Source: an optimization exercise on an open RTL-to-GDS flow (aim: small area, a short achievable clock period and few clock cycles per item). Production flows keep margins and buffers that such runs may drop.
Function was checked by simulation only, so behaviour that the tests miss may differ from the original.
Power is estimated from default activity; no workload was simulated.

Setup of T:
Design non_restoring_div, start of the top module:
module non_restoring_div #(parameter N = 16) (
    input  logic clk, rst_n, start,
    input  logic [N-1:0] dividend, divisor,
    output logic [N-1:0] quotient, remainder,
    output logic ready
);
    localparam W = $clog2(N);
    function automatic logic [3:0] lead16(input logic [15:0] x);
        logic [3:0] v;
        logic [1:0] e [4];
        for (int k = 0; k < 4; k++) begin
            v[k] = |x[4*k +: 4];
            e[k] = x[4*k+3] ? 2'd3 : x[4*k+2] ? 2'd2 : x[4*k+1] ? 2'd1 : 2'd0;
        end
        lead16[3] = v[3] | v[2];
        lead16[2] = v[3] | (!v[2] & v[1]);
        lead16[1:0] = v[3] ? e[3] : v[2] ? e[2] : v[1] ? e[1] : e[0];
    endfunction
    function automatic logic [N:0] sub(input logic [N-1:0] x, y, input int M);
        logic [N-1:0] g, p;
        g = ~x & y;
        p = ~(x ^ y);
        for (int l = 0; (2 << l) <= M; l++)
            for (int i = 0; i < M; i++)
                if ((i + 1) % (2 << l) == 0) begin
                    g[i] = g[i] | (p[i] & g[i - (1 << l)]);
                    p[i] = p[i] & p[i - (1 << l)];
  ...
Size in the first run: ~600 cells after synthesis, ~55 flip-flops, about 68 I/O pins.
==> module non_restoring_div, before the edit <==
module non_restoring_div #(parameter N = 16) (
    input  logic clk, rst_n, start,
    input  logic [N-1:0] dividend, divisor,
    output logic [N-1:0] quotient, remainder,
    output logic ready
);
    localparam W = $clog2(N);
    function automatic logic [3:0] lead16(input logic [15:0] x);
        logic [3:0] v;
        logic [1:0] e [4];
        for (int k = 0; k < 4; k++) begin
            v[k] = |x[4*k +: 4];
            e[k] = x[4*k+3] ? 2'd3 : x[4*k+2] ? 2'd2 : x[4*k+1] ? 2'd1 : 2'd0;
        end
        lead16[3] = v[3] | v[2];
        lead16[2] = v[3] | (!v[2] & v[1]);
        lead16[1:0] = v[3] ? e[3] : v[2] ? e[2] : v[1] ? e[1] : e[0];
    endfunction
    function automatic logic [N:0] sub(input logic [N-1:0] x, y, input int M);
        logic [N-1:0] g, p;
        g = ~x & y;
        p = ~(x ^ y);
        for (int l = 0; (2 << l) <= M; l++)
            for (int i = 0; i < M; i++)
                if ((i + 1) % (2 << l) == 0) begin
                    g[i] = g[i] | (p[i] & g[i - (1 << l)]);
                    p[i] = p[i] & p[i - (1 << l)];
                end
        for (int l = $clog2(M) - 2; l >= 0; l--)
            for (int i = 0; i < M; i++)
                if ((i + 1) % (2 << l) == (1 << l) && i >= (2 << l)) begin
                    g[i] = g[i] | (p[i] & g[i - (1 << l)]);
                    p[i] = p[i] & p[i - (1 << l)];
                end
        sub = '0;
        sub[M] = g[M-1];
        sub[N-1:0] = x ^ y ^ {g[N-2:0], 1'b0};
    endfunction
    logic [N-1:0] r, d, q;
    logic [W-1:0] cnt;
    logic         busy, align;
    logic [N:0]   s;
    logic         below, accept, last;
    logic [W-1:0] amt;
    logic [N-1:0] rot;
    logic [N:0]   diff;
    assign s      = sub({{(N-W){1'b0}}, lead16(dividend)},
                        {{(N-W){1'b0}}, lead16(divisor)}, W);
    assign below  = s[W];
    assign accept = start && !busy && divisor != '0;
    assign last   = !align && cnt == '1;
    assign amt    = align ? cnt : '1;
    logic [N-1:0] rot1, rot2, rot4;
    assign rot1 = amt[0] ? {d[N-2:0],    d[N-1]}      : d;
    assign rot2 = amt[1] ? {rot1[N-3:0], rot1[N-1-:2]} : rot1;
    assign rot4 = amt[2] ? {rot2[N-5:0], rot2[N-1-:4]} : rot2;
    assign rot  = amt[3] ? {rot4[N-9:0], rot4[N-1-:8]} : rot4;
    assign diff   = sub(r, d, N);
    always_ff @(posedge clk or negedge rst_n) begin
        if (!rst_n) begin
            busy  <= 1'b0;
            ready <= 1'b0;
        end else if (accept) begin
            busy  <= !below;
            ready <= below;
        end else begin
            busy  <= busy && !last;
            ready <= busy && last;
        end
    end
    always_ff @(posedge clk) begin
        align <= !busy;
        if (!busy) begin
            r   <= dividend;
            d   <= divisor;
            q   <= '0;
            cnt <= s[W-1:0];
        end else begin
            if (!align && !diff[N]) r <= diff[N-1:0];
            d   <= rot;
            q   <= {q[N-2:0], !align && !diff[N]};
            cnt <= cnt - 1'b1;
        end
    end
    assign quotient  = q;
    assign remainder = r;
endmodule
export LEC_CHECK = 0
export ABC_AREA = 1
export CAP_MARGIN = 20
export CORE_MARGIN = 2
export CORE_UTILIZATION = 40
export SETUP_SLACK_MARGIN = 2.6
export SLEW_MARGIN = 20
create_clock -name core_clock -period 5.0 [get_ports {clk}]
standard.sh (not shown) runs the stock make flow with config.mk's settings and CLKGATE_MAP_FILE= SYNTH_SCRIPT=/design/flow/synth_recipe.tcl, a recipe that flattens the netlist after the stock synthesis.
==> flow/flow/run.sh <==
#!/bin/bash
set -euo pipefail
export BUFFER_PORTS_ARGS="-buffer_cell sky130_fd_sc_hd__buf_2"
bash standard.sh ADDER_MAP_FILE= finish > flow.log 2>&1
Testbench counts of T, summed over its fixed seeds: cycles 14,556, items 3,200.
The inputs of P differ from those of T as listed below.
==> flow/design.v <==
module non_restoring_div #(parameter N = 16) (
    input  logic clk, rst_n, start,
    input  logic [N-1:0] dividend, divisor,
    output logic [N-1:0] quotient, remainder,
    output logic ready
);
    localparam W = $clog2(N);
    function automatic logic [3:0] lead16(input logic [15:0] x);
        logic [3:0] v;
        logic [1:0] e [4];
        for (int k = 0; k < 4; k++) begin
            v[k] = |x[4*k +: 4];
            e[k] = x[4*k+3] ? 2'd3 : x[4*k+2] ? 2'd2 : x[4*k+1] ? 2'd1 : 2'd0;
        end
        lead16[3] = v[3] | v[2];
        lead16[2] = v[3] | (!v[2] & v[1]);
        lead16[1:0] = v[3] ? e[3] : v[2] ? e[2] : v[1] ? e[1] : e[0];
    endfunction
    logic [N-1:0] r, d, q;
    logic [W-1:0] cnt;
    logic         busy, align;
    logic [N-1:0] sma;
    logic         below, accept, last;
    logic [W-1:0] amt;
    logic [N-1:0] rot;
    logic [N:0]   diff;
    always_comb begin
        sma[N-1] = dividend[N-1];
        for (int i = N - 2; i >= 0; i--) sma[i] = sma[i+1] | dividend[i];
    end
    assign below  = |(divisor & ~sma);
    assign accept = start && !busy && divisor != '0;
    assign last   = !align && cnt == '1;
    assign amt    = align ? cnt : '1;
    logic [N-1:0] rot1, rot2, rot4;
    assign rot1 = amt[0] ? {d[N-2:0],    d[N-1]}      : d;
    assign rot2 = amt[1] ? {rot1[N-3:0], rot1[N-1-:2]} : rot1;
    assign rot4 = amt[2] ? {rot2[N-5:0], rot2[N-1-:4]} : rot2;
    assign rot  = amt[3] ? {rot4[N-9:0], rot4[N-1-:8]} : rot4;
    assign diff   = {1'b0, r} - {1'b0, d};
    always_ff @(posedge clk or negedge rst_n) begin
        if (!rst_n) begin
            busy  <= 1'b0;
            ready <= 1'b0;
        end else if (accept) begin
            busy  <= !below;
            ready <= below;
        end else begin
            busy  <= busy && !last;
            ready <= busy && last;
        end
    end
    always_ff @(posedge clk) begin
        align <= !busy;
        if (!busy) begin
            r   <= dividend;
            d   <= divisor;
            q   <= '0;
            cnt <= lead16(dividend) - lead16(divisor);
        end else begin
            if (!align && !diff[N]) r <= diff[N-1:0];
            d   <= rot;
            q   <= {q[N-2:0], !align && !diff[N]};
            cnt <= cnt - 1'b1;
        end
    end
    assign quotient  = q;
    assign remainder = r;
endmodule
### Flow results
P finished end to end and its layout was clean on timing, DRC and antenna. Net switching power, P and T, higher one = P. In the reports for P and T, the larger total placed cells including tap cells belongs to P. [P vs T] placer congestion estimate: higher in P. Status: worst hold slack across all endpoints parity (T, P). Re largest net degree at the start of global routing: P and T aren't equal, and the lower value belongs to T. P — measured slew at the worst slew-check pin 0.20 ns lower, T as reference. Setup slack came out higher on P than on T. Comparing number of clock buffer instances in the layout for P and T, the bigger number came from T. A start point of the critical path of divisor[8] is what P shows, while divisor[11] belongs to T. Relative to T, global-route wire length before repair increased by 5700 µm in P.
Testbench counts of P, summed over its fixed seeds: cycles 14,538, items 3,200.

## static timing again, ports no longer ideal
The results above use ideal ports. As a check the final layouts listed here were re-extracted and re-timed, cells and wires unchanged.
Step 1 assumes that a clkbuf_16 drives the clock port and a buf_2 every other input.
Step 2 adds t to the input delays and takes it off the output delays; t is the mean of the earliest and latest rising clock arrival at the registers after step 1. Input paths then give back, and output paths get back, about the clock's delay inside the block.
Three values: ideal ports, drivers, drivers and shift; two values: the first two.
| run | t (ns) | setup slack, ns | slew at the worst register clock pin (ns) |
|---|---|---|---|
| T | 0.335 | 2.750 / 2.759 / 2.424 | 0.11 / 0.11 |
| P | 0.340 | 2.763 / 2.774 / 2.434 | 0.11 / 0.11 |
After both steps every run listed still meets setup and hold. The setup slack of P, which loses most, moves by +0.011 ns with the drivers and by -0.329 ns with both steps.
